From an optimization exercise on the open Yosys and OpenROAD flow, aimed at small area; shortcuts taken in it are not production practice. Only simulation tests tie the RTL to the original design; equivalence was not proved. Power is estimated from default activity; no workload was simulated.

==> flow/design.v <==
module fifo_cmd0 #(
    parameter unsigned FIFO_DEPTH = 8,
    parameter unsigned INPUT_DATA_WIDTH = 32,
    parameter unsigned OUTPUT_DATA_WIDTH = 32
)
(
    input logic clk,
    input logic rst_n,
    input  logic id_cmd_valid,
    output logic id_cmd_ready,
    input  logic [INPUT_DATA_WIDTH-1:0] id_cmd_wdata,
    output logic fifo_cmd_valid,
    input  logic fifo_cmd_ready,
    output logic [OUTPUT_DATA_WIDTH-1:0] fifo_cmd_wdata
);
localparam int FIFO_DEPTH_LOG = $clog2(FIFO_DEPTH);
logic empty;
logic full;
logic [FIFO_DEPTH_LOG:0] write_ptr;
logic [FIFO_DEPTH_LOG:0] read_ptr;
logic [OUTPUT_DATA_WIDTH-1:0] fifo [0:FIFO_DEPTH-1];
assign empty = (write_ptr == read_ptr);
assign full  = (write_ptr[FIFO_DEPTH_LOG] != read_ptr[FIFO_DEPTH_LOG]) &&
               (write_ptr[FIFO_DEPTH_LOG-1:0] == read_ptr[FIFO_DEPTH_LOG-1:0]);
always_ff @(posedge clk or negedge rst_n) begin
    if (!rst_n) begin
        fifo_cmd_valid <= 0;
        fifo_cmd_wdata  <= 0;
        id_cmd_ready   <= 0;
        write_ptr      <= 0;
        read_ptr       <= 0;
    end else begin
        id_cmd_ready <= !full;
        if (id_cmd_valid && !full) begin
            fifo[write_ptr[FIFO_DEPTH_LOG-1:0]] <= id_cmd_wdata;
            write_ptr <= write_ptr + 1;
        end
        if (!empty && !fifo_cmd_ready) begin
            fifo_cmd_valid <= 1;
            fifo_cmd_wdata  <= fifo[read_ptr[FIFO_DEPTH_LOG-1:0]];
        end
        if (fifo_cmd_valid && fifo_cmd_ready) begin
            fifo_cmd_valid <= 0;
            read_ptr <= read_ptr + 1;
        end
    end
end
endmodule
module fifo_rsp0 #(
    parameter unsigned FIFO_DEPTH = 8,
    parameter unsigned INPUT_DATA_WIDTH = 128,
    parameter unsigned OUTPUT_DATA_WIDTH = 128
)
(
    input logic clk,
    input logic rst_n,
    output logic fifo_rsp_valid,
    input logic fifo_rsp_ready,
    output logic [INPUT_DATA_WIDTH-1:0] fifo_rsp_rdata,
    input logic biu_rsp_valid,
    output logic biu_rsp_ready,
    input logic [OUTPUT_DATA_WIDTH-1:0] biu_rsp_rdata
);
localparam int FIFO_DEPTH_LOG = $clog2(FIFO_DEPTH);
logic empty;
logic full;
logic [FIFO_DEPTH_LOG:0] write_ptr;
logic [FIFO_DEPTH_LOG:0] read_ptr;
logic [OUTPUT_DATA_WIDTH-1:0] fifo [0:FIFO_DEPTH-1];
assign empty = (write_ptr == read_ptr);
assign full = (write_ptr[FIFO_DEPTH_LOG] != read_ptr[FIFO_DEPTH_LOG]) &&
              (write_ptr[FIFO_DEPTH_LOG-1:0] == read_ptr[FIFO_DEPTH_LOG-1:0]);
always_ff @(posedge clk or negedge rst_n) begin
    if (!rst_n) begin
        fifo_rsp_valid <= 0;
        fifo_rsp_rdata <= 0;
        biu_rsp_ready <= 0;
        write_ptr <= 0;
        read_ptr <= 0;  
    end else begin      
        biu_rsp_ready  <= !full && biu_rsp_valid;
        if (biu_rsp_valid && biu_rsp_ready && !full) begin
            biu_rsp_ready <= 0;
            fifo[write_ptr[FIFO_DEPTH_LOG-1:0]] <= biu_rsp_rdata;
            write_ptr <= write_ptr + 1;
        end
        if (!empty && !fifo_rsp_ready) begin
            fifo_rsp_valid <= 1;
            fifo_rsp_rdata  <= fifo[read_ptr[FIFO_DEPTH_LOG-1:0]];
        end
        if (fifo_rsp_valid && fifo_rsp_ready) begin
            fifo_rsp_valid <= 0;
            read_ptr <= read_ptr + 1;
        end
    end
end
endmodule
module dwc_cmd0 #(
    parameter unsigned INPUT_DATA_WIDTH = 32,
    parameter unsigned OUTPUT_DATA_WIDTH = 128,
    parameter unsigned CMD_WORD_NUMBER  = OUTPUT_DATA_WIDTH / INPUT_DATA_WIDTH
) (
    input  logic clk,
    input  logic rst_n,
    input  logic fifo_cmd_valid,
    output logic fifo_cmd_ready,
    input  logic [INPUT_DATA_WIDTH-1:0] fifo_cmd_wdata,
    output logic dwc_cmd_valid,
    input  logic dwc_cmd_ready,
    output logic [OUTPUT_DATA_WIDTH-1:0] dwc_cmd_wdata,
    output logic [1:0] state
);
logic send_en;
localparam int WORD_COUNT_WIDTH = (CMD_WORD_NUMBER > 1) ? $clog2(CMD_WORD_NUMBER) : 1;
typedef enum logic [1:0] {
    PACK   = 2'b00,
    BYPASS = 2'b01,
    SEND   = 2'b10
} State;
State current_state, next_state;
logic [OUTPUT_DATA_WIDTH-1:0] data_buf;
logic [WORD_COUNT_WIDTH:0] word_count;
always_comb begin
    case (current_state)
        PACK: begin
            if (word_count == CMD_WORD_NUMBER) next_state = SEND;
            else next_state = PACK;
        end
        BYPASS: begin
            if (fifo_cmd_valid && fifo_cmd_ready) next_state = SEND;
            else next_state = BYPASS;
        end
        SEND: begin
            if (dwc_cmd_ready) next_state = (CMD_WORD_NUMBER == 1) ? BYPASS : PACK;
            else next_state = SEND;
        end
        default: next_state = PACK;
    endcase
end
always_ff @(posedge clk or negedge rst_n) begin
    if (!rst_n) current_state <= (CMD_WORD_NUMBER == 1) ? BYPASS : PACK;
    else current_state <= next_state;
end
always_ff @(posedge clk or negedge rst_n) begin
    if (!rst_n) begin
        fifo_cmd_ready <= 0;
        dwc_cmd_valid  <= 0;
        dwc_cmd_wdata  <= 0;
        data_buf       <= 0;
        word_count     <= 0;
        state          <= 0;
        send_en <= 0;
    end else begin
        fifo_cmd_ready <= 0;  
        dwc_cmd_valid  <= 0;
        state          <= current_state;
        case (current_state)
        PACK: begin
            if (fifo_cmd_valid) fifo_cmd_ready <= 1;
            if (fifo_cmd_valid && fifo_cmd_ready) begin
                data_buf[word_count * INPUT_DATA_WIDTH +: INPUT_DATA_WIDTH] <= fifo_cmd_wdata;
                word_count <= word_count + 1;
                send_en <= 1;
            end
        end
        BYPASS: begin
            if (fifo_cmd_valid) fifo_cmd_ready <= 1;
            if (fifo_cmd_valid && fifo_cmd_ready) begin
                data_buf <= fifo_cmd_wdata;
                send_en <= 1;
            end
        end
        SEND: begin
            if (send_en) begin
                dwc_cmd_valid <= 1;
                dwc_cmd_wdata <= data_buf;
                word_count <= 0;
            end
            if (dwc_cmd_ready) begin
                dwc_cmd_valid <= 0;
                send_en <= 0;
            end
        end
        endcase
    end
end
endmodule
module dwc_rsp0 #(
    parameter unsigned INPUT_DATA_WIDTH = 128,
    parameter unsigned OUTPUT_DATA_WIDTH = 32,
    parameter unsigned RSP_WORD_NUMBER = INPUT_DATA_WIDTH / OUTPUT_DATA_WIDTH
) (
    input logic clk,
    input logic rst_n,
    output logic id_rsp_valid,
    input logic id_rsp_ready,
    output logic [OUTPUT_DATA_WIDTH-1:0] id_rsp_rdata,
    input logic fifo_rsp_valid,
    output logic fifo_rsp_ready,
    input logic [INPUT_DATA_WIDTH-1:0] fifo_rsp_rdata,
    output logic [1:0] state
);
localparam int WORD_COUNT_WIDTH = (RSP_WORD_NUMBER > 1) ? $clog2(RSP_WORD_NUMBER) : 1;
logic [INPUT_DATA_WIDTH-1:0] data_buf;
logic [OUTPUT_DATA_WIDTH-1:0] unpack_data_buf;
logic [WORD_COUNT_WIDTH:0] word_count;
typedef enum logic [1:0] {
    LOAD,
    UNPACK,
    SEND
} State;
State current_state, next_state;
always_comb begin
    next_state = current_state;
    case (current_state)
    LOAD: begin
        if (fifo_rsp_valid && RSP_WORD_NUMBER != 1) begin
            next_state = UNPACK;
        end else if (fifo_rsp_valid && RSP_WORD_NUMBER == 1) begin
            next_state = SEND;
        end
    end
    UNPACK: begin
        next_state = SEND;
    end
    SEND: begin
        if (id_rsp_ready && RSP_WORD_NUMBER != 1 && word_count != RSP_WORD_NUMBER) begin
            next_state = UNPACK;
        end else if (id_rsp_ready && RSP_WORD_NUMBER != 1 && word_count == RSP_WORD_NUMBER) begin
            next_state = LOAD;
        end else if (id_rsp_ready && RSP_WORD_NUMBER == 1) begin
            next_state = LOAD;
        end else begin
            next_state = SEND;
        end
    end
    endcase
end
always_ff @(posedge clk or negedge rst_n) begin
    if (!rst_n) begin
        current_state <= LOAD;
    end else begin
        current_state <= next_state;
    end
end
always_ff @(posedge clk or negedge rst_n) begin
    if (!rst_n) begin
        fifo_rsp_ready <= 0;
        id_rsp_valid <= 0;
        id_rsp_rdata <= 0;
        data_buf <= 0;
        word_count <= 0;
        unpack_data_buf <= 0;
        state <= 0;
    end else begin
        fifo_rsp_ready <= 0;
        id_rsp_valid <= 0;
        case(current_state)
        LOAD: begin
            word_count <= 0;
            if (fifo_rsp_valid) begin
                fifo_rsp_ready <= 1;
                data_buf <= fifo_rsp_rdata;
            end
        end
        UNPACK: begin
            state <= UNPACK;
            unpack_data_buf <= data_buf[word_count * OUTPUT_DATA_WIDTH +: OUTPUT_DATA_WIDTH];
            word_count <= word_count + 1;
        end
        SEND: begin
            state <= SEND;
            id_rsp_valid <= 1;
            if (RSP_WORD_NUMBER != 1) id_rsp_rdata <= unpack_data_buf;
            else if (RSP_WORD_NUMBER == 1) id_rsp_rdata <= data_buf;
        end
        endcase
    end
end
endmodule
module inst_dec #(
    parameter unsigned INPUT_DATA_WIDTH = 32,
    parameter unsigned INPUT_INST_WIDTH = 32,
    parameter unsigned OUTPUT_DATA_WIDTH = 32,
    parameter unsigned OUTPUT_ADDR_WIDTH = 32,
    parameter unsigned CONFIG_ENTRY0 = 32,
    parameter unsigned FETCH_MEM_WORD0 = 6,
    parameter unsigned WRITE_MEM_WORD0 = 4,
    parameter unsigned CONFIG_ENTRY1 = 32,
    parameter unsigned FETCH_MEM_WORD1 = 6,
    parameter unsigned WRITE_MEM_WORD1 = 4,
    parameter unsigned CONFIG_ENTRY2 = 32,
    parameter unsigned FETCH_MEM_WORD2 = 6,
    parameter unsigned WRITE_MEM_WORD2 = 4,
    parameter unsigned CONFIG_ENTRY3 = 32,
    parameter unsigned FETCH_MEM_WORD3 = 6,
    parameter unsigned WRITE_MEM_WORD3 = 4
)
(
    input logic clk,
    input logic rst_n,
    output logic nice_active,
    input logic nice_req_valid,
    output logic nice_req_ready,
    input logic [INPUT_INST_WIDTH-1:0] nice_req_inst,
    input logic [INPUT_DATA_WIDTH-1:0] nice_req_rs1,
    input logic [INPUT_DATA_WIDTH-1:0] nice_req_rs2,
    output logic nice_rsp_valid,
    input logic nice_rsp_ready,
    output logic [OUTPUT_DATA_WIDTH-1:0] nice_rsp_rdat,
    output logic nice_rsp_err,
    output logic nice_icb_cmd_valid,
    input logic nice_icb_cmd_ready,
    output logic [OUTPUT_ADDR_WIDTH-1:0] nice_icb_cmd_addr,
    output logic nice_icb_cmd_read,
    output logic [OUTPUT_DATA_WIDTH-1:0] nice_icb_cmd_wdata,
    output logic [1:0] nice_icb_cmd_size,
    output logic nice_mem_holdup,
    input logic nice_icb_rsp_valid,
    output logic nice_icb_rsp_ready,
    input logic [INPUT_DATA_WIDTH-1:0] nice_icb_rsp_rdata,
    input logic nice_icb_rsp_err,
    output logic id_cmd_valid0,
    input logic id_cmd_ready0,
    output logic [OUTPUT_DATA_WIDTH-1:0] id_cmd_wdata0,
    input logic id_rsp_valid0,
    output logic id_rsp_ready0,
    input logic [INPUT_DATA_WIDTH-1:0] id_rsp_rdata0,
    output logic [CONFIG_ENTRY0*OUTPUT_DATA_WIDTH-1:0] config_reg0,
    output logic [2:0] state0,
    output logic id_cmd_valid1,
    input logic id_cmd_ready1,
    output logic [OUTPUT_DATA_WIDTH-1:0] id_cmd_wdata1,
    input logic id_rsp_valid1,
    output logic id_rsp_ready1,
    input logic [INPUT_DATA_WIDTH-1:0] id_rsp_rdata1,
    output logic [CONFIG_ENTRY1*OUTPUT_DATA_WIDTH-1:0] config_reg1,
    output logic [2:0] state1,
    output logic id_cmd_valid2,
    input logic id_cmd_ready2,
    output logic [OUTPUT_DATA_WIDTH-1:0] id_cmd_wdata2,
    input logic id_rsp_valid2,
    output logic id_rsp_ready2,
    input logic [INPUT_DATA_WIDTH-1:0] id_rsp_rdata2,
    output logic [CONFIG_ENTRY2*OUTPUT_DATA_WIDTH-1:0] config_reg2,
    output logic [2:0] state2,
    output logic id_cmd_valid3,
    input logic id_cmd_ready3,
    output logic [OUTPUT_DATA_WIDTH-1:0] id_cmd_wdata3,
    input logic id_rsp_valid3,
    output logic id_rsp_ready3,
    input logic [INPUT_DATA_WIDTH-1:0] id_rsp_rdata3,
    output logic [CONFIG_ENTRY3*OUTPUT_DATA_WIDTH-1:0] config_reg3,
    output logic [2:0] state3
);
logic [6:0] opcode;
logic [2:0] func3;
logic [6:0] func7;
assign opcode = nice_req_inst[6:0];
assign func3  = nice_req_inst[14:12];
assign func7  = nice_req_inst[31:25];
logic opcode_custom0;
logic opcode_custom1;
logic opcode_custom2;
logic opcode_custom3;
assign opcode_custom0 = (opcode == 7'b0001011);
assign opcode_custom1 = (opcode == 7'b0101011);
assign opcode_custom2 = (opcode == 7'b1011011);
assign opcode_custom3 = (opcode == 7'b1111011);
logic custom0_lbuf;
logic custom0_sbuf;
logic custom0_rs1;
logic custom0_rs2;
logic custom0_rd;
assign custom0_lbuf = opcode_custom0 & (func3 == 3'b010) & (func7 == 7'd1);
assign custom0_sbuf = opcode_custom0 & (func3 == 3'b010) & (func7 == 7'd2);
assign custom0_rs1  = opcode_custom0 & (func3 == 3'b010) & (func7 == 7'd3);
assign custom0_rs2  = opcode_custom0 & (func3 == 3'b001) & (func7 == 7'd4);
assign custom0_rd   = opcode_custom0 & (func3 == 3'b100) & (func7 == 7'd5);
logic custom1_lbuf;
logic custom1_sbuf;
logic custom1_rs1;
logic custom1_rs2;
logic custom1_rd;
assign custom1_lbuf = opcode_custom1 & (func3 == 3'b010) & (func7 == 7'd1);
assign custom1_sbuf = opcode_custom1 & (func3 == 3'b010) & (func7 == 7'd2);
assign custom1_rs1  = opcode_custom1 & (func3 == 3'b010) & (func7 == 7'd3);
assign custom1_rs2  = opcode_custom1 & (func3 == 3'b001) & (func7 == 7'd4);
assign custom1_rd   = opcode_custom1 & (func3 == 3'b100) & (func7 == 7'd5);
logic custom2_lbuf;
logic custom2_sbuf;
logic custom2_rs1;
logic custom2_rs2;
logic custom2_rd;
assign custom2_lbuf = opcode_custom2 & (func3 == 3'b010) & (func7 == 7'd1);
assign custom2_sbuf = opcode_custom2 & (func3 == 3'b010) & (func7 == 7'd2);
assign custom2_rs1  = opcode_custom2 & (func3 == 3'b010) & (func7 == 7'd3);
assign custom2_rs2  = opcode_custom2 & (func3 == 3'b001) & (func7 == 7'd4);
assign custom2_rd   = opcode_custom2 & (func3 == 3'b100) & (func7 == 7'd5);
logic custom3_lbuf;
logic custom3_sbuf;
logic custom3_rs1;
logic custom3_rs2;
logic custom3_rd;
assign custom3_lbuf = opcode_custom3 & (func3 == 3'b010) & (func7 == 7'd1);
assign custom3_sbuf = opcode_custom3 & (func3 == 3'b010) & (func7 == 7'd2);
assign custom3_rs1  = opcode_custom3 & (func3 == 3'b010) & (func7 == 7'd3);
assign custom3_rs2  = opcode_custom3 & (func3 == 3'b001) & (func7 == 7'd4);
assign custom3_rd   = opcode_custom3 & (func3 == 3'b100) & (func7 == 7'd5);
logic custom0_config;
always_comb begin
    custom0_config = 1'b0;
    if (opcode_custom0 && func3 == 3'b010 && func7 >= 7'd6 && func7 < 7'd6 + CONFIG_ENTRY0)
        custom0_config = 1'b1;
end
logic custom1_config;
always_comb begin
    custom1_config = 1'b0;
    if (opcode_custom1 && func3 == 3'b010 && func7 >= 7'd6 && func7 < 7'd6 + CONFIG_ENTRY1)
        custom1_config = 1'b1;
end
logic custom2_config;
always_comb begin
    custom2_config = 1'b0;
    if (opcode_custom2 && func3 == 3'b010 && func7 >= 7'd6 && func7 < 7'd6 + CONFIG_ENTRY2)
        custom2_config = 1'b1;
end
logic custom3_config;
always_comb begin
    custom3_config = 1'b0;
    if (opcode_custom3 && func3 == 3'b010 && func7 >= 7'd6 && func7 < 7'd6 + CONFIG_ENTRY3)
        custom3_config = 1'b1;
end
typedef enum logic [4:0] {
    IDLE,
    CONFIG_REG0,
    LOAD_CMD0,
    LBUF0,
    SBUF0,
    FIFO_WRITE0,
    DWC_READ0,
    CONFIG_REG1,
    LOAD_CMD1,
    LBUF1,
    SBUF1,
    FIFO_WRITE1,
    DWC_READ1,
    CONFIG_REG2,
    LOAD_CMD2,
    LBUF2,
    SBUF2,
    FIFO_WRITE2,
    DWC_READ2,
    CONFIG_REG3,
    LOAD_CMD3,
    LBUF3,
    SBUF3,
    FIFO_WRITE3,
    DWC_READ3 
} State;
State current_state, next_state;
logic [INPUT_DATA_WIDTH-1:0] addr_data_lbuf;
logic [6:0] func7_reg;
logic [OUTPUT_DATA_WIDTH-1:0] lbuf, sbuf;
logic send_en;
logic addr_add_done;
logic addr_add_en;
logic [$clog2(FETCH_MEM_WORD0):0] load_word_count0;
logic [$clog2(FETCH_MEM_WORD1):0] load_word_count1;
logic [$clog2(FETCH_MEM_WORD2):0] load_word_count2;
logic [$clog2(FETCH_MEM_WORD3):0] load_word_count3;
logic [$clog2(WRITE_MEM_WORD0):0] store_word_count0;
logic [$clog2(WRITE_MEM_WORD1):0] store_word_count1;
logic [$clog2(WRITE_MEM_WORD2):0] store_word_count2;
logic [$clog2(WRITE_MEM_WORD3):0] store_word_count3;
assign nice_icb_cmd_size = 2'b10;
assign nice_active = (current_state == IDLE) ? nice_req_valid : 1'b1;
assign nice_rsp_err = ((nice_req_valid && !(custom0_lbuf || custom0_sbuf || custom0_config)) &&
                      (nice_req_valid && !(custom1_lbuf || custom1_sbuf || custom1_config)) &&
                      (nice_req_valid && !(custom2_lbuf || custom2_sbuf || custom2_config)) &&
                      (nice_req_valid && !(custom3_lbuf || custom3_sbuf || custom3_config))) ||
                       nice_icb_rsp_err;
always_comb begin
    next_state = current_state;
    case (current_state)
        IDLE: begin
            if (nice_req_valid && custom0_sbuf) next_state = DWC_READ0;
            else if (nice_req_valid && custom1_sbuf) next_state = DWC_READ1;
            else if (nice_req_valid && custom2_sbuf) next_state = DWC_READ2;
            else if (nice_req_valid && custom3_sbuf) next_state = DWC_READ3;
            if (nice_req_valid && nice_req_ready) begin
                if (custom0_config) next_state = CONFIG_REG0;
                else if (custom1_config) next_state = CONFIG_REG1;
                else if (custom2_config) next_state = CONFIG_REG2;
                else if (custom3_config) next_state = CONFIG_REG3;
                else if (custom0_lbuf) next_state = LBUF0;
                else if (custom1_lbuf) next_state = LBUF1;
                else if (custom2_lbuf) next_state = LBUF2;
                else if (custom3_lbuf) next_state = LBUF3;
            end
        end
        CONFIG_REG0: if (nice_rsp_valid) next_state = IDLE;
        LOAD_CMD0: if (nice_icb_cmd_valid && nice_icb_cmd_ready) next_state = LBUF0;
        LBUF0: if (nice_icb_rsp_valid && nice_icb_rsp_ready) next_state = FIFO_WRITE0;
        SBUF0: if (nice_icb_cmd_valid && nice_icb_cmd_ready && store_word_count0 == WRITE_MEM_WORD0-1) next_state = IDLE;
              else if (nice_icb_cmd_valid && nice_icb_cmd_ready) next_state = DWC_READ0;
        FIFO_WRITE0: if (id_cmd_valid0 && id_cmd_ready0 && load_word_count0 == FETCH_MEM_WORD0 - 1) next_state = IDLE;
                    else if (id_cmd_valid0 && id_cmd_ready0) next_state = LOAD_CMD0;
        DWC_READ0: if (id_rsp_valid0 && id_rsp_ready0) next_state = SBUF0;
        CONFIG_REG1: if (nice_rsp_valid) next_state = IDLE;
        LOAD_CMD1: if (nice_icb_cmd_valid && nice_icb_cmd_ready) next_state = LBUF1;
        LBUF1: if (nice_icb_rsp_valid && nice_icb_rsp_ready) next_state = FIFO_WRITE1;
        SBUF1: if (nice_icb_cmd_valid && nice_icb_cmd_ready && store_word_count1 == WRITE_MEM_WORD1-1) next_state = IDLE;
              else if (nice_icb_cmd_valid && nice_icb_cmd_ready) next_state = DWC_READ1;
        FIFO_WRITE1: if (id_cmd_valid1 && id_cmd_ready1 && load_word_count1 == FETCH_MEM_WORD1 - 1) next_state = IDLE;
                    else if (id_cmd_valid1 && id_cmd_ready1) next_state = LOAD_CMD1;
        DWC_READ1: if (id_rsp_valid1 && id_rsp_ready1) next_state = SBUF1;
        CONFIG_REG2: if (nice_rsp_valid) next_state = IDLE;
        LOAD_CMD2: if (nice_icb_cmd_valid && nice_icb_cmd_ready) next_state = LBUF2;
        LBUF2: if (nice_icb_rsp_valid && nice_icb_rsp_ready) next_state = FIFO_WRITE2;
        SBUF2: if (nice_icb_cmd_valid && nice_icb_cmd_ready && store_word_count2 == WRITE_MEM_WORD2-1) next_state = IDLE;
              else if (nice_icb_cmd_valid && nice_icb_cmd_ready) next_state = DWC_READ2;
        FIFO_WRITE2: if (id_cmd_valid2 && id_cmd_ready2 && load_word_count2 == FETCH_MEM_WORD2 - 1) next_state = IDLE;
                    else if (id_cmd_valid2 && id_cmd_ready2) next_state = LOAD_CMD2;
        DWC_READ2: if (id_rsp_valid2 && id_rsp_ready2) next_state = SBUF2;
        CONFIG_REG3: if (nice_rsp_valid) next_state = IDLE;
        LOAD_CMD3: if (nice_icb_cmd_valid && nice_icb_cmd_ready) next_state = LBUF3;
        LBUF3: if (nice_icb_rsp_valid && nice_icb_rsp_ready) next_state = FIFO_WRITE3;
        SBUF3: if (nice_icb_cmd_valid && nice_icb_cmd_ready && store_word_count3 == WRITE_MEM_WORD3-1) next_state = IDLE;
              else if (nice_icb_cmd_valid && nice_icb_cmd_ready) next_state = DWC_READ3;
        FIFO_WRITE3: if (id_cmd_valid3 && id_cmd_ready3 && load_word_count3 == FETCH_MEM_WORD3 - 1) next_state = IDLE;
                    else if (id_cmd_valid3 && id_cmd_ready3) next_state = LOAD_CMD3;
        DWC_READ3: if (id_rsp_valid3 && id_rsp_ready3) next_state = SBUF3;
        default: next_state = IDLE;
    endcase
end
always_ff @(posedge clk or negedge rst_n) begin
    if (!rst_n) begin
        current_state <= IDLE;
    end else begin
        current_state <= next_state;
    end
end
always_ff @(posedge clk or negedge rst_n) begin
    if (!rst_n) begin
        nice_req_ready <= 0;
        nice_rsp_valid <= 0;
        nice_rsp_rdat <= 0;
        nice_icb_cmd_valid <= 0;
        nice_icb_cmd_addr <= 0;
        nice_icb_cmd_wdata <= 0;
        nice_icb_cmd_read <= 0;
        nice_icb_rsp_ready <= 0;
        id_cmd_valid0 <= 0;
        id_cmd_wdata0 <= 0;
        id_rsp_ready0 <= 0;
        state0 <= 0;
        config_reg0 <= '0;
        load_word_count0 <= 0;
        store_word_count0 <= 0;
        id_cmd_valid1 <= 0;
        id_cmd_wdata1 <= 0;
        id_rsp_ready1 <= 0;
        state1 <= 0;
        config_reg1 <= '0;
        load_word_count1 <= 0;
        store_word_count1 <= 0;
        id_cmd_valid2 <= 0;
        id_cmd_wdata2 <= 0;
        id_rsp_ready2 <= 0;
        state2 <= 0;
        config_reg2 <= '0;
        load_word_count2 <= 0;
        store_word_count2 <= 0;
        id_cmd_valid3 <= 0;
        id_cmd_wdata3 <= 0;
        id_rsp_ready3 <= 0;
        state3 <= 0;
        config_reg3 <= '0;
        load_word_count3 <= 0;
        store_word_count3 <= 0;
        nice_mem_holdup <= 0;
        addr_data_lbuf <= 0;
        func7_reg <= 0;
        lbuf <= 0;
        sbuf <= 0;
        send_en <= 0;
        addr_add_done <= 0;
        addr_add_en <= 0;
    end else begin
        nice_req_ready <= 0;
        nice_rsp_valid <= 0;
        nice_icb_cmd_valid <= 0;
        nice_icb_rsp_ready <= 0;
        nice_mem_holdup <= 1;
        id_cmd_valid0 <= 0;
        id_rsp_ready0 <= 0;
        state0 <= current_state;
        id_cmd_valid1 <= 0;
        id_rsp_ready1 <= 0;
        state1 <= current_state;
        id_cmd_valid2 <= 0;
        id_rsp_ready2 <= 0;
        state2 <= current_state;
        id_cmd_valid3 <= 0;
        id_rsp_ready3 <= 0;
        state3 <= current_state;
        case (current_state)
            IDLE: begin
                nice_mem_holdup <= 0;
                load_word_count0 <= 0;
                load_word_count1 <= 0;
                load_word_count2 <= 0;
                load_word_count3 <= 0;
                store_word_count0 <= 0;
                store_word_count1 <= 0;
                store_word_count2 <= 0;
                store_word_count3 <= 0;
                if (nice_req_valid && !nice_rsp_err) begin
                    addr_data_lbuf <= nice_req_rs1;
                    func7_reg <= func7;
                    if (custom0_lbuf) begin
                        nice_req_ready <= 1;
                        nice_icb_cmd_valid <= 1;
                        nice_icb_cmd_addr <= nice_req_rs1;
                        nice_icb_cmd_read <= 1;
                        send_en <= 1;
                    end else if (custom0_config) begin
                        nice_req_ready <= 1;
                    end
                    if (custom1_lbuf) begin
                        nice_req_ready <= 1;
                        nice_icb_cmd_valid <= 1;
                        nice_icb_cmd_addr <= nice_req_rs1;
                        nice_icb_cmd_read <= 1;
                        send_en <= 1;
                    end else if (custom1_config) begin
                        nice_req_ready <= 1;
                    end
                    if (custom2_lbuf) begin
                        nice_req_ready <= 1;
                        nice_icb_cmd_valid <= 1;
                        nice_icb_cmd_addr <= nice_req_rs1;
                        nice_icb_cmd_read <= 1;
                        send_en <= 1;
                    end else if (custom2_config) begin
                        nice_req_ready <= 1;
                    end
                    if (custom3_lbuf) begin
                        nice_req_ready <= 1;
                        nice_icb_cmd_valid <= 1;
                        nice_icb_cmd_addr <= nice_req_rs1;
                        nice_icb_cmd_read <= 1;
                        send_en <= 1;
                    end else if (custom3_config) begin
                        nice_req_ready <= 1;
                    end
                end
            end
            CONFIG_REG0: begin
                for (int i = 0; i < CONFIG_ENTRY0; i++)
                    if (func7_reg == 7'(6 + i)) config_reg0[i*OUTPUT_DATA_WIDTH +: OUTPUT_DATA_WIDTH] <= addr_data_lbuf;
                nice_rsp_valid <= 1;
            end
            LOAD_CMD0: begin
                if (addr_add_en) begin
                    nice_icb_cmd_addr <= nice_icb_cmd_addr + 4;
                    nice_icb_cmd_read <= 1;
                    addr_add_done <= 1;
                    addr_add_en <= 0;
                end
                if (addr_add_done) begin
                    nice_icb_cmd_valid <= 1;  
                end
                if (nice_icb_cmd_valid && nice_icb_cmd_ready) begin
                    nice_icb_cmd_valid <= 0;
                    addr_add_done <= 0;
                end
            end
            LBUF0: begin
                if (nice_icb_rsp_valid) begin
                    nice_icb_rsp_ready <= 1;
                    lbuf <= nice_icb_rsp_rdata;
                    send_en <= 1;
                end
            end
            FIFO_WRITE0: begin
                if (send_en) begin
                    id_cmd_valid0 <= 1;
                    id_cmd_wdata0 <= lbuf;
                    send_en <= 0;
                end
                if (id_cmd_valid0 && id_cmd_ready0) begin
                    if (load_word_count0 != FETCH_MEM_WORD0-1) begin
                        addr_add_en <= 1;
                        load_word_count0 <= load_word_count0 + 1; 
                    end else begin
                        nice_rsp_valid <= 1;
                    end
                end
            end
            DWC_READ0: begin
                nice_icb_cmd_valid <= 0; 
                if (id_rsp_valid0) begin
                    id_rsp_ready0 <= 1;
                    sbuf <= id_rsp_rdata0;
                    send_en <= 1;
                end
            end
            SBUF0: begin
                if (nice_req_valid && send_en) begin
                    nice_req_ready <= 1;
                end else begin
                    nice_req_ready <= 0;
                end
                if (send_en) begin
                    nice_icb_cmd_valid <= 1;
                    nice_icb_cmd_addr <= addr_data_lbuf;
                    nice_icb_cmd_read <= 0;
                    nice_icb_cmd_wdata <= sbuf;
                    nice_icb_rsp_ready <= 1;                 
                end
                if (nice_icb_cmd_valid && nice_icb_cmd_ready) begin
                    nice_icb_cmd_valid <= 0;   
                    send_en <= 0;
                    if (store_word_count0 != WRITE_MEM_WORD0-1) begin
                        addr_data_lbuf <= addr_data_lbuf + 4;
                        store_word_count0 <= store_word_count0 + 1;
                    end else nice_rsp_valid <= 1;
                end
            end
            CONFIG_REG1: begin
                for (int i = 0; i < CONFIG_ENTRY1; i++)
                    if (func7_reg == 7'(6 + i)) config_reg1[i*OUTPUT_DATA_WIDTH +: OUTPUT_DATA_WIDTH] <= addr_data_lbuf;
                nice_rsp_valid <= 1;
            end
            LOAD_CMD1: begin
                if (addr_add_en) begin
                    nice_icb_cmd_addr <= nice_icb_cmd_addr + 4;
                    nice_icb_cmd_read <= 1;
                    addr_add_done <= 1;
                    addr_add_en <= 0;
                end
                if (addr_add_done) begin
                    nice_icb_cmd_valid <= 1;  
                end
                if (nice_icb_cmd_valid && nice_icb_cmd_ready) begin
                    nice_icb_cmd_valid <= 0;
                    addr_add_done <= 0;
                end
            end
            LBUF1: begin
                if (nice_icb_rsp_valid) begin
                    nice_icb_rsp_ready <= 1;
                    lbuf <= nice_icb_rsp_rdata;
                    send_en <= 1;
                end
            end
            FIFO_WRITE1: begin
                if (send_en) begin
                    id_cmd_valid1 <= 1;
                    id_cmd_wdata1 <= lbuf;
                    send_en <= 0;
                end
                if (id_cmd_valid1 && id_cmd_ready1) begin
                    if (load_word_count1 != FETCH_MEM_WORD1-1) begin
                        addr_add_en <= 1;
                        load_word_count1 <= load_word_count1 + 1; 
                    end else begin
                        nice_rsp_valid <= 1;
                    end
                end
            end
            DWC_READ1: begin
                nice_icb_cmd_valid <= 0; 
                if (id_rsp_valid1) begin
                    id_rsp_ready1 <= 1;
                    sbuf <= id_rsp_rdata1;
                    send_en <= 1;
                end
            end
            SBUF1: begin
                if (nice_req_valid && send_en) begin
                    nice_req_ready <= 1;
                end else begin
                    nice_req_ready <= 0;
                end
                if (send_en) begin
                    nice_icb_cmd_valid <= 1;
                    nice_icb_cmd_addr <= addr_data_lbuf;
                    nice_icb_cmd_read <= 0;
                    nice_icb_cmd_wdata <= sbuf;
                    nice_icb_rsp_ready <= 1;                 
                end
                if (nice_icb_cmd_valid && nice_icb_cmd_ready) begin
                    nice_icb_cmd_valid <= 0;   
                    send_en <= 0;
                    if (store_word_count1 != WRITE_MEM_WORD1-1) begin
                        addr_data_lbuf <= addr_data_lbuf + 4;
                        store_word_count1 <= store_word_count1 + 1;
                    end else nice_rsp_valid <= 1;
                end
            end
            CONFIG_REG2: begin
                for (int i = 0; i < CONFIG_ENTRY2; i++)
                    if (func7_reg == 7'(6 + i)) config_reg2[i*OUTPUT_DATA_WIDTH +: OUTPUT_DATA_WIDTH] <= addr_data_lbuf;
                nice_rsp_valid <= 1;
            end
            LOAD_CMD2: begin
                if (addr_add_en) begin
                    nice_icb_cmd_addr <= nice_icb_cmd_addr + 4;
                    nice_icb_cmd_read <= 1;
                    addr_add_done <= 1;
                    addr_add_en <= 0;
                end
                if (addr_add_done) begin
                    nice_icb_cmd_valid <= 1;  
                end
                if (nice_icb_cmd_valid && nice_icb_cmd_ready) begin
                    nice_icb_cmd_valid <= 0;
                    addr_add_done <= 0;
                end
            end
            LBUF2: begin
                if (nice_icb_rsp_valid) begin
                    nice_icb_rsp_ready <= 1;
                    lbuf <= nice_icb_rsp_rdata;
                    send_en <= 1;
                end
            end
            FIFO_WRITE2: begin
                if (send_en) begin
                    id_cmd_valid2 <= 1;
                    id_cmd_wdata2 <= lbuf;
                    send_en <= 0;
                end
                if (id_cmd_valid2 && id_cmd_ready2) begin
                    if (load_word_count2 != FETCH_MEM_WORD2-1) begin
                        addr_add_en <= 1;
                        load_word_count2 <= load_word_count2 + 1; 
                    end else begin
                        nice_rsp_valid <= 1;
                    end
                end
            end
            DWC_READ2: begin
                nice_icb_cmd_valid <= 0; 
                if (id_rsp_valid2) begin
                    id_rsp_ready2 <= 1;
                    sbuf <= id_rsp_rdata2;
                    send_en <= 1;
                end
            end
            SBUF2: begin
                if (nice_req_valid && send_en) begin
                    nice_req_ready <= 1;
                end else begin
                    nice_req_ready <= 0;
                end
                if (send_en) begin
                    nice_icb_cmd_valid <= 1;
                    nice_icb_cmd_addr <= addr_data_lbuf;
                    nice_icb_cmd_read <= 0;
                    nice_icb_cmd_wdata <= sbuf;
                    nice_icb_rsp_ready <= 1;                 
                end
                if (nice_icb_cmd_valid && nice_icb_cmd_ready) begin
                    nice_icb_cmd_valid <= 0;   
                    send_en <= 0;
                    if (store_word_count2 != WRITE_MEM_WORD2-1) begin
                        addr_data_lbuf <= addr_data_lbuf + 4;
                        store_word_count2 <= store_word_count2 + 1;
                    end else nice_rsp_valid <= 1;
                end
            end
            CONFIG_REG3: begin
                for (int i = 0; i < CONFIG_ENTRY3; i++)
                    if (func7_reg == 7'(6 + i)) config_reg3[i*OUTPUT_DATA_WIDTH +: OUTPUT_DATA_WIDTH] <= addr_data_lbuf;
                nice_rsp_valid <= 1;
            end
            LOAD_CMD3: begin
                if (addr_add_en) begin
                    nice_icb_cmd_addr <= nice_icb_cmd_addr + 4;
                    nice_icb_cmd_read <= 1;
                    addr_add_done <= 1;
                    addr_add_en <= 0;
                end
                if (addr_add_done) begin
                    nice_icb_cmd_valid <= 1;  
                end
                if (nice_icb_cmd_valid && nice_icb_cmd_ready) begin
                    nice_icb_cmd_valid <= 0;
                    addr_add_done <= 0;
                end
            end
            LBUF3: begin
                if (nice_icb_rsp_valid) begin
                    nice_icb_rsp_ready <= 1;
                    lbuf <= nice_icb_rsp_rdata;
                    send_en <= 1;
                end
            end
            FIFO_WRITE3: begin
                if (send_en) begin
                    id_cmd_valid3 <= 1;
                    id_cmd_wdata3 <= lbuf;
                    send_en <= 0;
                end
                if (id_cmd_valid3 && id_cmd_ready3) begin
                    if (load_word_count3 != FETCH_MEM_WORD3-1) begin
                        addr_add_en <= 1;
                        load_word_count3 <= load_word_count3 + 1; 
                    end else begin
                        nice_rsp_valid <= 1;
                    end
                end
            end
            DWC_READ3: begin
                nice_icb_cmd_valid <= 0; 
                if (id_rsp_valid3) begin
                    id_rsp_ready3 <= 1;
                    sbuf <= id_rsp_rdata3;
                    send_en <= 1;
                end
            end
            SBUF3: begin
                if (nice_req_valid && send_en) begin
                    nice_req_ready <= 1;
                end else begin
                    nice_req_ready <= 0;
                end
                if (send_en) begin
                    nice_icb_cmd_valid <= 1;
                    nice_icb_cmd_addr <= addr_data_lbuf;
                    nice_icb_cmd_read <= 0;
                    nice_icb_cmd_wdata <= sbuf;
                    nice_icb_rsp_ready <= 1;                 
                end
                if (nice_icb_cmd_valid && nice_icb_cmd_ready) begin
                    nice_icb_cmd_valid <= 0;   
                    send_en <= 0;
                    if (store_word_count3 != WRITE_MEM_WORD3-1) begin
                        addr_data_lbuf <= addr_data_lbuf + 4;
                        store_word_count3 <= store_word_count3 + 1;
                    end else nice_rsp_valid <= 1;
                end
            end
        endcase
    end
end
endmodule
module biu_top #(
    parameter int CONFIG_ENTRY = 8,
    parameter int FETCH_MEM_WORD = 6,
    parameter int WRITE_MEM_WORD = 4
) (
    input  logic clk,
    input  logic rst_n,
    output logic nice_active,
    input  logic        nice_req_valid,
    output logic        nice_req_ready,
    input  logic [31:0] nice_req_inst,
    input  logic [31:0] nice_req_rs1,
    input  logic [31:0] nice_req_rs2,
    output logic        nice_rsp_valid,
    input  logic        nice_rsp_ready,
    output logic [31:0] nice_rsp_rdat,
    output logic        nice_rsp_err,
    output logic        nice_icb_cmd_valid,
    input  logic        nice_icb_cmd_ready,
    output logic [31:0] nice_icb_cmd_addr,
    output logic        nice_icb_cmd_read,
    output logic [31:0] nice_icb_cmd_wdata,
    output logic [1:0]  nice_icb_cmd_size,
    output logic        nice_mem_holdup,
    input  logic        nice_icb_rsp_valid,
    output logic        nice_icb_rsp_ready,
    input  logic [31:0] nice_icb_rsp_rdata,
    input  logic        nice_icb_rsp_err,
    output logic         dwc_cmd_valid0,
    input  logic         dwc_cmd_ready0,
    output logic [127:0] dwc_cmd_wdata0,
    input  logic         biu_rsp_valid0,
    output logic         biu_rsp_ready0,
    input  logic [127:0] biu_rsp_rdata0,
    output logic [CONFIG_ENTRY*32-1:0] config_reg0,
    output logic         dwc_cmd_valid1,
    input  logic         dwc_cmd_ready1,
    output logic [127:0] dwc_cmd_wdata1,
    input  logic         biu_rsp_valid1,
    output logic         biu_rsp_ready1,
    input  logic [127:0] biu_rsp_rdata1,
    output logic [CONFIG_ENTRY*32-1:0] config_reg1,
    output logic         dwc_cmd_valid2,
    input  logic         dwc_cmd_ready2,
    output logic [127:0] dwc_cmd_wdata2,
    input  logic         biu_rsp_valid2,
    output logic         biu_rsp_ready2,
    input  logic [127:0] biu_rsp_rdata2,
    output logic [CONFIG_ENTRY*32-1:0] config_reg2,
    output logic         dwc_cmd_valid3,
    input  logic         dwc_cmd_ready3,
    output logic [127:0] dwc_cmd_wdata3,
    input  logic         biu_rsp_valid3,
    output logic         biu_rsp_ready3,
    input  logic [127:0] biu_rsp_rdata3,
    output logic [CONFIG_ENTRY*32-1:0] config_reg3
);
logic        id_cmd_valid0, id_cmd_ready0;
logic [31:0] id_cmd_wdata0;
logic        id_rsp_valid0, id_rsp_ready0;
logic [31:0] id_rsp_rdata0;
logic        fifo_cmd_valid0, fifo_cmd_ready0;
logic [31:0] fifo_cmd_wdata0;
logic        fifo_rsp_valid0, fifo_rsp_ready0;
logic [127:0] fifo_rsp_rdata0;
logic [2:0]  id_state0;
logic [1:0]  dwc_cmd_state0, dwc_rsp_state0;
logic        id_cmd_valid1, id_cmd_ready1;
logic [31:0] id_cmd_wdata1;
logic        id_rsp_valid1, id_rsp_ready1;
logic [31:0] id_rsp_rdata1;
logic        fifo_cmd_valid1, fifo_cmd_ready1;
logic [31:0] fifo_cmd_wdata1;
logic        fifo_rsp_valid1, fifo_rsp_ready1;
logic [127:0] fifo_rsp_rdata1;
logic [2:0]  id_state1;
logic [1:0]  dwc_cmd_state1, dwc_rsp_state1;
logic        id_cmd_valid2, id_cmd_ready2;
logic [31:0] id_cmd_wdata2;
logic        id_rsp_valid2, id_rsp_ready2;
logic [31:0] id_rsp_rdata2;
logic        fifo_cmd_valid2, fifo_cmd_ready2;
logic [31:0] fifo_cmd_wdata2;
logic        fifo_rsp_valid2, fifo_rsp_ready2;
logic [127:0] fifo_rsp_rdata2;
logic [2:0]  id_state2;
logic [1:0]  dwc_cmd_state2, dwc_rsp_state2;
logic        id_cmd_valid3, id_cmd_ready3;
logic [31:0] id_cmd_wdata3;
logic        id_rsp_valid3, id_rsp_ready3;
logic [31:0] id_rsp_rdata3;
logic        fifo_cmd_valid3, fifo_cmd_ready3;
logic [31:0] fifo_cmd_wdata3;
logic        fifo_rsp_valid3, fifo_rsp_ready3;
logic [127:0] fifo_rsp_rdata3;
logic [2:0]  id_state3;
logic [1:0]  dwc_cmd_state3, dwc_rsp_state3;
inst_dec #(
    .CONFIG_ENTRY0(CONFIG_ENTRY), .FETCH_MEM_WORD0(FETCH_MEM_WORD), .WRITE_MEM_WORD0(WRITE_MEM_WORD),
    .CONFIG_ENTRY1(CONFIG_ENTRY), .FETCH_MEM_WORD1(FETCH_MEM_WORD), .WRITE_MEM_WORD1(WRITE_MEM_WORD),
    .CONFIG_ENTRY2(CONFIG_ENTRY), .FETCH_MEM_WORD2(FETCH_MEM_WORD), .WRITE_MEM_WORD2(WRITE_MEM_WORD),
    .CONFIG_ENTRY3(CONFIG_ENTRY), .FETCH_MEM_WORD3(FETCH_MEM_WORD), .WRITE_MEM_WORD3(WRITE_MEM_WORD)
) u_inst_dec (
    .clk(clk), .rst_n(rst_n), .nice_active(nice_active),
    .nice_req_valid(nice_req_valid), .nice_req_ready(nice_req_ready), .nice_req_inst(nice_req_inst),
    .nice_req_rs1(nice_req_rs1), .nice_req_rs2(nice_req_rs2),
    .nice_rsp_valid(nice_rsp_valid), .nice_rsp_ready(nice_rsp_ready), .nice_rsp_rdat(nice_rsp_rdat),
    .nice_rsp_err(nice_rsp_err),
    .nice_icb_cmd_valid(nice_icb_cmd_valid), .nice_icb_cmd_ready(nice_icb_cmd_ready),
    .nice_icb_cmd_addr(nice_icb_cmd_addr), .nice_icb_cmd_read(nice_icb_cmd_read),
    .nice_icb_cmd_wdata(nice_icb_cmd_wdata), .nice_icb_cmd_size(nice_icb_cmd_size),
    .nice_mem_holdup(nice_mem_holdup),
    .nice_icb_rsp_valid(nice_icb_rsp_valid), .nice_icb_rsp_ready(nice_icb_rsp_ready),
    .nice_icb_rsp_rdata(nice_icb_rsp_rdata), .nice_icb_rsp_err(nice_icb_rsp_err),
    .id_cmd_valid0(id_cmd_valid0), .id_cmd_ready0(id_cmd_ready0), .id_cmd_wdata0(id_cmd_wdata0),
    .id_rsp_valid0(id_rsp_valid0), .id_rsp_ready0(id_rsp_ready0), .id_rsp_rdata0(id_rsp_rdata0),
    .config_reg0(config_reg0), .state0(id_state0),
    .id_cmd_valid1(id_cmd_valid1), .id_cmd_ready1(id_cmd_ready1), .id_cmd_wdata1(id_cmd_wdata1),
    .id_rsp_valid1(id_rsp_valid1), .id_rsp_ready1(id_rsp_ready1), .id_rsp_rdata1(id_rsp_rdata1),
    .config_reg1(config_reg1), .state1(id_state1),
    .id_cmd_valid2(id_cmd_valid2), .id_cmd_ready2(id_cmd_ready2), .id_cmd_wdata2(id_cmd_wdata2),
    .id_rsp_valid2(id_rsp_valid2), .id_rsp_ready2(id_rsp_ready2), .id_rsp_rdata2(id_rsp_rdata2),
    .config_reg2(config_reg2), .state2(id_state2),
    .id_cmd_valid3(id_cmd_valid3), .id_cmd_ready3(id_cmd_ready3), .id_cmd_wdata3(id_cmd_wdata3),
    .id_rsp_valid3(id_rsp_valid3), .id_rsp_ready3(id_rsp_ready3), .id_rsp_rdata3(id_rsp_rdata3),
    .config_reg3(config_reg3), .state3(id_state3)
);
fifo_cmd0 #(.FIFO_DEPTH(8), .INPUT_DATA_WIDTH(32), .OUTPUT_DATA_WIDTH(32)) u_fifo_cmd0 (
    .clk(clk), .rst_n(rst_n),
    .id_cmd_valid(id_cmd_valid0), .id_cmd_ready(id_cmd_ready0), .id_cmd_wdata(id_cmd_wdata0),
    .fifo_cmd_valid(fifo_cmd_valid0), .fifo_cmd_ready(fifo_cmd_ready0), .fifo_cmd_wdata(fifo_cmd_wdata0)
);
dwc_cmd0 #(.INPUT_DATA_WIDTH(32), .OUTPUT_DATA_WIDTH(128)) u_dwc_cmd0 (
    .clk(clk), .rst_n(rst_n),
    .fifo_cmd_valid(fifo_cmd_valid0), .fifo_cmd_ready(fifo_cmd_ready0), .fifo_cmd_wdata(fifo_cmd_wdata0),
    .dwc_cmd_valid(dwc_cmd_valid0), .dwc_cmd_ready(dwc_cmd_ready0), .dwc_cmd_wdata(dwc_cmd_wdata0),
    .state(dwc_cmd_state0)
);
fifo_rsp0 #(.FIFO_DEPTH(8), .INPUT_DATA_WIDTH(128), .OUTPUT_DATA_WIDTH(128)) u_fifo_rsp0 (
    .clk(clk), .rst_n(rst_n),
    .fifo_rsp_valid(fifo_rsp_valid0), .fifo_rsp_ready(fifo_rsp_ready0), .fifo_rsp_rdata(fifo_rsp_rdata0),
    .biu_rsp_valid(biu_rsp_valid0), .biu_rsp_ready(biu_rsp_ready0), .biu_rsp_rdata(biu_rsp_rdata0)
);
dwc_rsp0 #(.INPUT_DATA_WIDTH(128), .OUTPUT_DATA_WIDTH(32)) u_dwc_rsp0 (
    .clk(clk), .rst_n(rst_n),
    .id_rsp_valid(id_rsp_valid0), .id_rsp_ready(id_rsp_ready0), .id_rsp_rdata(id_rsp_rdata0),
    .fifo_rsp_valid(fifo_rsp_valid0), .fifo_rsp_ready(fifo_rsp_ready0), .fifo_rsp_rdata(fifo_rsp_rdata0),
    .state(dwc_rsp_state0)
);
fifo_cmd0 #(.FIFO_DEPTH(8), .INPUT_DATA_WIDTH(32), .OUTPUT_DATA_WIDTH(32)) u_fifo_cmd1 (
    .clk(clk), .rst_n(rst_n),
    .id_cmd_valid(id_cmd_valid1), .id_cmd_ready(id_cmd_ready1), .id_cmd_wdata(id_cmd_wdata1),
    .fifo_cmd_valid(fifo_cmd_valid1), .fifo_cmd_ready(fifo_cmd_ready1), .fifo_cmd_wdata(fifo_cmd_wdata1)
);
dwc_cmd0 #(.INPUT_DATA_WIDTH(32), .OUTPUT_DATA_WIDTH(128)) u_dwc_cmd1 (
    .clk(clk), .rst_n(rst_n),
    .fifo_cmd_valid(fifo_cmd_valid1), .fifo_cmd_ready(fifo_cmd_ready1), .fifo_cmd_wdata(fifo_cmd_wdata1),
    .dwc_cmd_valid(dwc_cmd_valid1), .dwc_cmd_ready(dwc_cmd_ready1), .dwc_cmd_wdata(dwc_cmd_wdata1),
    .state(dwc_cmd_state1)
);
fifo_rsp0 #(.FIFO_DEPTH(8), .INPUT_DATA_WIDTH(128), .OUTPUT_DATA_WIDTH(128)) u_fifo_rsp1 (
    .clk(clk), .rst_n(rst_n),
    .fifo_rsp_valid(fifo_rsp_valid1), .fifo_rsp_ready(fifo_rsp_ready1), .fifo_rsp_rdata(fifo_rsp_rdata1),
    .biu_rsp_valid(biu_rsp_valid1), .biu_rsp_ready(biu_rsp_ready1), .biu_rsp_rdata(biu_rsp_rdata1)
);
dwc_rsp0 #(.INPUT_DATA_WIDTH(128), .OUTPUT_DATA_WIDTH(32)) u_dwc_rsp1 (
    .clk(clk), .rst_n(rst_n),
    .id_rsp_valid(id_rsp_valid1), .id_rsp_ready(id_rsp_ready1), .id_rsp_rdata(id_rsp_rdata1),
    .fifo_rsp_valid(fifo_rsp_valid1), .fifo_rsp_ready(fifo_rsp_ready1), .fifo_rsp_rdata(fifo_rsp_rdata1),
    .state(dwc_rsp_state1)
);
fifo_cmd0 #(.FIFO_DEPTH(8), .INPUT_DATA_WIDTH(32), .OUTPUT_DATA_WIDTH(32)) u_fifo_cmd2 (
    .clk(clk), .rst_n(rst_n),
    .id_cmd_valid(id_cmd_valid2), .id_cmd_ready(id_cmd_ready2), .id_cmd_wdata(id_cmd_wdata2),
    .fifo_cmd_valid(fifo_cmd_valid2), .fifo_cmd_ready(fifo_cmd_ready2), .fifo_cmd_wdata(fifo_cmd_wdata2)
);
dwc_cmd0 #(.INPUT_DATA_WIDTH(32), .OUTPUT_DATA_WIDTH(128)) u_dwc_cmd2 (
    .clk(clk), .rst_n(rst_n),
    .fifo_cmd_valid(fifo_cmd_valid2), .fifo_cmd_ready(fifo_cmd_ready2), .fifo_cmd_wdata(fifo_cmd_wdata2),
    .dwc_cmd_valid(dwc_cmd_valid2), .dwc_cmd_ready(dwc_cmd_ready2), .dwc_cmd_wdata(dwc_cmd_wdata2),
    .state(dwc_cmd_state2)
);
fifo_rsp0 #(.FIFO_DEPTH(8), .INPUT_DATA_WIDTH(128), .OUTPUT_DATA_WIDTH(128)) u_fifo_rsp2 (
    .clk(clk), .rst_n(rst_n),
    .fifo_rsp_valid(fifo_rsp_valid2), .fifo_rsp_ready(fifo_rsp_ready2), .fifo_rsp_rdata(fifo_rsp_rdata2),
    .biu_rsp_valid(biu_rsp_valid2), .biu_rsp_ready(biu_rsp_ready2), .biu_rsp_rdata(biu_rsp_rdata2)
);
dwc_rsp0 #(.INPUT_DATA_WIDTH(128), .OUTPUT_DATA_WIDTH(32)) u_dwc_rsp2 (
    .clk(clk), .rst_n(rst_n),
    .id_rsp_valid(id_rsp_valid2), .id_rsp_ready(id_rsp_ready2), .id_rsp_rdata(id_rsp_rdata2),
    .fifo_rsp_valid(fifo_rsp_valid2), .fifo_rsp_ready(fifo_rsp_ready2), .fifo_rsp_rdata(fifo_rsp_rdata2),
    .state(dwc_rsp_state2)
);
fifo_cmd0 #(.FIFO_DEPTH(8), .INPUT_DATA_WIDTH(32), .OUTPUT_DATA_WIDTH(32)) u_fifo_cmd3 (
    .clk(clk), .rst_n(rst_n),
    .id_cmd_valid(id_cmd_valid3), .id_cmd_ready(id_cmd_ready3), .id_cmd_wdata(id_cmd_wdata3),
    .fifo_cmd_valid(fifo_cmd_valid3), .fifo_cmd_ready(fifo_cmd_ready3), .fifo_cmd_wdata(fifo_cmd_wdata3)
);
dwc_cmd0 #(.INPUT_DATA_WIDTH(32), .OUTPUT_DATA_WIDTH(128)) u_dwc_cmd3 (
    .clk(clk), .rst_n(rst_n),
    .fifo_cmd_valid(fifo_cmd_valid3), .fifo_cmd_ready(fifo_cmd_ready3), .fifo_cmd_wdata(fifo_cmd_wdata3),
    .dwc_cmd_valid(dwc_cmd_valid3), .dwc_cmd_ready(dwc_cmd_ready3), .dwc_cmd_wdata(dwc_cmd_wdata3),
    .state(dwc_cmd_state3)
);
fifo_rsp0 #(.FIFO_DEPTH(8), .INPUT_DATA_WIDTH(128), .OUTPUT_DATA_WIDTH(128)) u_fifo_rsp3 (
    .clk(clk), .rst_n(rst_n),
    .fifo_rsp_valid(fifo_rsp_valid3), .fifo_rsp_ready(fifo_rsp_ready3), .fifo_rsp_rdata(fifo_rsp_rdata3),
    .biu_rsp_valid(biu_rsp_valid3), .biu_rsp_ready(biu_rsp_ready3), .biu_rsp_rdata(biu_rsp_rdata3)
);
dwc_rsp0 #(.INPUT_DATA_WIDTH(128), .OUTPUT_DATA_WIDTH(32)) u_dwc_rsp3 (
    .clk(clk), .rst_n(rst_n),
    .id_rsp_valid(id_rsp_valid3), .id_rsp_ready(id_rsp_ready3), .id_rsp_rdata(id_rsp_rdata3),
    .fifo_rsp_valid(fifo_rsp_valid3), .fifo_rsp_ready(fifo_rsp_ready3), .fifo_rsp_rdata(fifo_rsp_rdata3),
    .state(dwc_rsp_state3)
);
endmodule
==> flow/run.sh <==
#!/bin/bash
# synth_recipe.tcl (not shown) runs the flow's synth.tcl, then flattens the netlist and writes it again
# the make line also repeats each setting of config.mk as NAME=value (left out here)
make -C /OpenROAD-flow-scripts/flow DESIGN_CONFIG=/design/flow/config.mk WORK_HOME=/design/flow/orfs CLKGATE_MAP_FILE= SYNTH_SCRIPT=/design/flow/synth_recipe.tcl finish
==> flow/config.mk <==
export PLATFORM = sky130hd
export DESIGN_NAME = biu_top
export DESIGN_NICKNAME = biu_top
export VERILOG_FILES = /design/flow/design.v
export SDC_FILE = /design/flow/constraint.sdc
export NUM_CORES = 4
export LEC_CHECK = 0
export CAP_MARGIN = 20
export CORE_MARGIN = 2
export CORE_UTILIZATION = 35
export PLACE_DENSITY = 0.5
export SLEW_MARGIN = 20
==> flow/constraint.sdc <==
create_clock -name core_clock -period 10.0 [get_ports {clk}]
set_input_delay 2.0000 -clock core_clock [delete_from_list [all_inputs] [get_ports {clk}]]
set_output_delay 2.0000 -clock core_clock [all_outputs]
set_load 0.01 [all_outputs]
==> flow_summary.yaml <==
clock_network:
  postCtsSetupBuffers: 0
  clk_latency_ns: 1.15
  clockRootBuffer: "clkbuf_16"
  cts_hold_buf: 0
  numCtsBuffers: 958
  cts.sinks: 9061
  clockBufferDepth: 5
  clk_pin_slew_ns: 0.06
  cts_tree: "done"
  cts_resized: 0
  htreeDepth: 6
floorplanning:
  fp.dieH_um: 988
  start_util_pct: 35.1
  die_area_um2: 976000
  core_area_um2: 966000
  die_x_um: 988
  row_count: 361
  ios: 2305
sta:
  slew_headroom_pct: 17.4
  drv_slew: 0
  final-setup-viol-count: 0
  rsz0062_at_grt: "no"
  max_freq_mhz: 150
  finClkSkew_ns: 0.156
  max_slew.worst_pin.slew_ns: 1.23
  period_needed_ns: 6.67
  final-hold-violation-count: 0
  finalCritPeriodShare_pct: 66.7
  finalSetupTns_ns: 0
cells_and_area:
  final_cell_count_no_fill: 37300
  syn_to_final_growth_pct: 20.6
  drive_gt1_share_pct: 20.2
  final_area_um2: 409000
  mostFrequentLayoutCells: "edfxtp_1 (5120), dfrtp_1 (3904), mux2_2 (2635), clkdlybuf4s50_1 (2219), nand2_1 (1834)"
  final_common_cell: "edfxtp_1"
  layout.nets: 24200
setup_path:
  end_kind: "output port"
  crit_fanout: 8
  critPathArrivalTime_ns: 4.67
  critPathKind: "input port to output port"
  cp-start-kind: "input port"
  worstPathRequired_ns: 8.00
synthesis:
  syn_inst: 21200
  ys_async_sr_fraction_pct: 43.5
  syn_area_per_cell_um2: 16.0
  ys_types: 87
  synth-edff-count: 5120
  ys_warn_count: 7
  seq_area_frac_synth_pct: 74.5
  ys_ff_latch: 9061
  synth_ff_type: "edfxtp_1"
  syn-cell-area_um2: 339000
power:
  irDropWorstVdd_mv: 0.318
  combPwrFrac_pct: 24.6
  seqPwrFrac_pct: 43.5
  clkPwrFrac_pct: 31.9
  total_power_mw: 112
  p_leak_nw: 155
  p_switching_mw: 38.1
  p_per_area_nw_per_um2: 275
  power_switching_share_pct: 33.9
  internal-power_mw: 74.3
status:
  outcome: "timing/DRC/antenna clean"
drt:
  drt-initial-drc-count: 20600
  drt-wirelength-per-cell_um: 32.4
  ant_nets: 0
  route.vias.total: 200000
  viasPerCell: 5.37
  route.detailed.drc: 0
  first_pass_iters: 10
  finalWirelength_mm: 1210
grt:
  track_usage_pct: 24.0
  grt_max_degree: 185
  antenna_found_initial: 396
  grt_pass1_vias: 196000
  grt-ovfl-total: 0
  grt_pass1_wl_mm: 1650
place:
  dp.cells: 35300
  place_area_um2: 376000
  dpl.hpwl_mm: 793
  routabilityCongestion: 0.845
  port_buffers: 2222
worst_hold_path:
  min_path_type: "register to register"
job:
  maxCapViolCount: 0
-- cells in the mapped netlist (9+ instances only) --
library cell | number | share of area [%]
a21o_1 | 44 | 0.097
a21oi_1 | 674 | 1.0
a221oi_1 | 346 | 0.89
a222oi_1 | 687 | 2.0
a22o_1 | 285 | 0.74
a22oi_1 | 677 | 1.5
a31oi_1 | 289 | 0.53
a32o_1 | 34 | 0.10
a41oi_1 | 34 | 0.088
and2_1 | 54 | 0.10
and3_1 | 67 | 0.12
buf_1 | 116 | 0.13
buf_2 | 85 | 0.13
buf_4 | 50 | 0.11
clkbuf_1 | 1205 | 1.3
dfrtp_1 | 3941 | 29
edfxtp_1 | 5120 | 45
ha_1 | 168 | 0.62
inv_1 | 390 | 0.43
mux2_1 | 107 | 0.36
mux2_2 | 2635 | 8.8
mux2i_1 | 11 | 0.032
mux4_2 | 128 | 0.85
nand2_1 | 1851 | 2.1
nand2b_1 | 64 | 0.12
nand3_1 | 145 | 0.21
nand3b_1 | 11 | 0.024
nand4_1 | 66 | 0.12
nor2_1 | 550 | 0.61
nor2b_1 | 34 | 0.063
nor3_1 | 62 | 0.092
nor3b_1 | 14 | 0.031
nor4_1 | 19 | 0.035
nor4b_1 | 9 | 0.023
o211ai_1 | 11 | 0.024
o21ai_0 | 852 | 1.3
o22ai_1 | 144 | 0.27
o31ai_1 | 15 | 0.033
o32ai_1 | 9 | 0.023
or2_2 | 11 | 0.020
or3_1 | 26 | 0.048
xnor2_1 | 39 | 0.10
xor2_1 | 41 | 0.11
-- metrics by stage --
step / setup WS [ns] / util, % / hold WS, ns
floorplan: 3.94 / - / 0.422
global placement: 3.29 / 39.0 / 0.453
detailed placement: 3.36 / 39.0 / 0.455
CTS: 3.36 / 42.2 / 0.416
global route: 3.25 / 42.3 / 0.428
finish: 3.33 / 42.3 / 0.385
-- worst max-delay path, stage by stage --
cell	delay, ns
clkdlybuf4s50_1	0.54
or3b_2	0.53
a31oi_1	0.55
or3_1	0.36
a21o_1	0.16
clkdlybuf4s50_1	0.53
-- routing by layer --
metal	GRT usage (%)	part of all wire, %	vias to the layer above
met1	31.0	41	105000
met5	0	0.050	-
met2	39.7	49	7001
met3	5.01	6.8	1867
li1	-	-	85800
met4	9.25	4.1	92
-- cell type report --
class | instances | area (um2)
Antenna cell | 179 | 448
Sequential cell | 9061 | 252000
Fill cell | 87700 | 557000
Clock inverter | 452 | 4610
Clock buffer | 1332 | 27000
Inverter | 393 | 1480
Timing Repair Buffer | 2657 | 26200
Tap cell | 12900 | 16100
Multi-Input combinational cell | 10400 | 80200
-- power by group through the flow --
| stage | combinational [mW] | sequential, mW | clock, mW |
|---|---|---|---|
| 6_report | 27.6 | 48.9 | 35.9 |
| 5_1_grt | 29.7 | 49.3 | 38.1 |
| 4_1_cts | 28.0 | 49.0 | 36.6 |
| 3_5_place_dp | 27.9 | 49.7 | 0 |
| 3_3_place_gp | 27.7 | 49.6 | 0 |
| 2_1_floorplan | 16.1 | 46.5 | 0 |
-- cells by family (layout without fill, tap and decap cells) --
group | after synthesis | in the layout | share of synthesized area, %
compound gates | 4171 | 4171 | 8.76
xor+xnor | 80 | 80 | 0.207
mux | 2881 | 2881 | 10.0
fa+ha+maj | 169 | 169 | 0.623
other cells | 2 | 213 | 0.00222
simple gates | 3017 | 3017 | 3.77
flops | 9061 | 9061 | 74.5
buf+inv | 1855 | 4834 | 2.16
-- final timing paths --
check                                              from  cells past startpoint                             end  slack, ns
min in group asynchronous                         rst_n                      1     u_dwc_cmd3.dwc_cmd_wdata[9]       0.71
max in group asynchronous                         rst_n                      6    u_dwc_cmd1.dwc_cmd_wdata[88]       5.32
worst min-delay path            u_dwc_cmd0.data_buf[11]                      1    u_dwc_cmd0.dwc_cmd_wdata[11]       0.38
worst max register to register  u_fifo_rsp0.read_ptr[2]                      8  u_fifo_rsp0.fifo_rsp_rdata[77]       5.17
worst min register to register  u_dwc_cmd0.data_buf[11]                      1    u_dwc_cmd0.dwc_cmd_wdata[11]       0.38
worst max-delay path                  nice_req_inst[27]                      6                    nice_rsp_err       3.33

[static timing again, ports no longer ideal]
No port has a modelled driver above. Below, the same layout with a new extraction and two added sets of constraints. Step 1 sets driving cells, clkbuf_16 on the clock port and buf_2 on the other inputs (assumed; they add their load-dependent delay and slew). Step 2 also shifts input and output timing later by t, the mid clock arrival at the registers, as if the neighbouring blocks saw the same clock. Slacks: ideal / step 1 / step 2; pairs: ideal / step 1.
shift t [ns]: 1.226
setup WS [ns]: 3.332 / 3.225 / 3.225
hold slack, ns: 0.385 / 0.385 / 0.385
After both steps setup and hold are still met in this run. For this run, drivers alone change the setup slack by -0.107 ns; drivers and shift together by -0.107 ns.
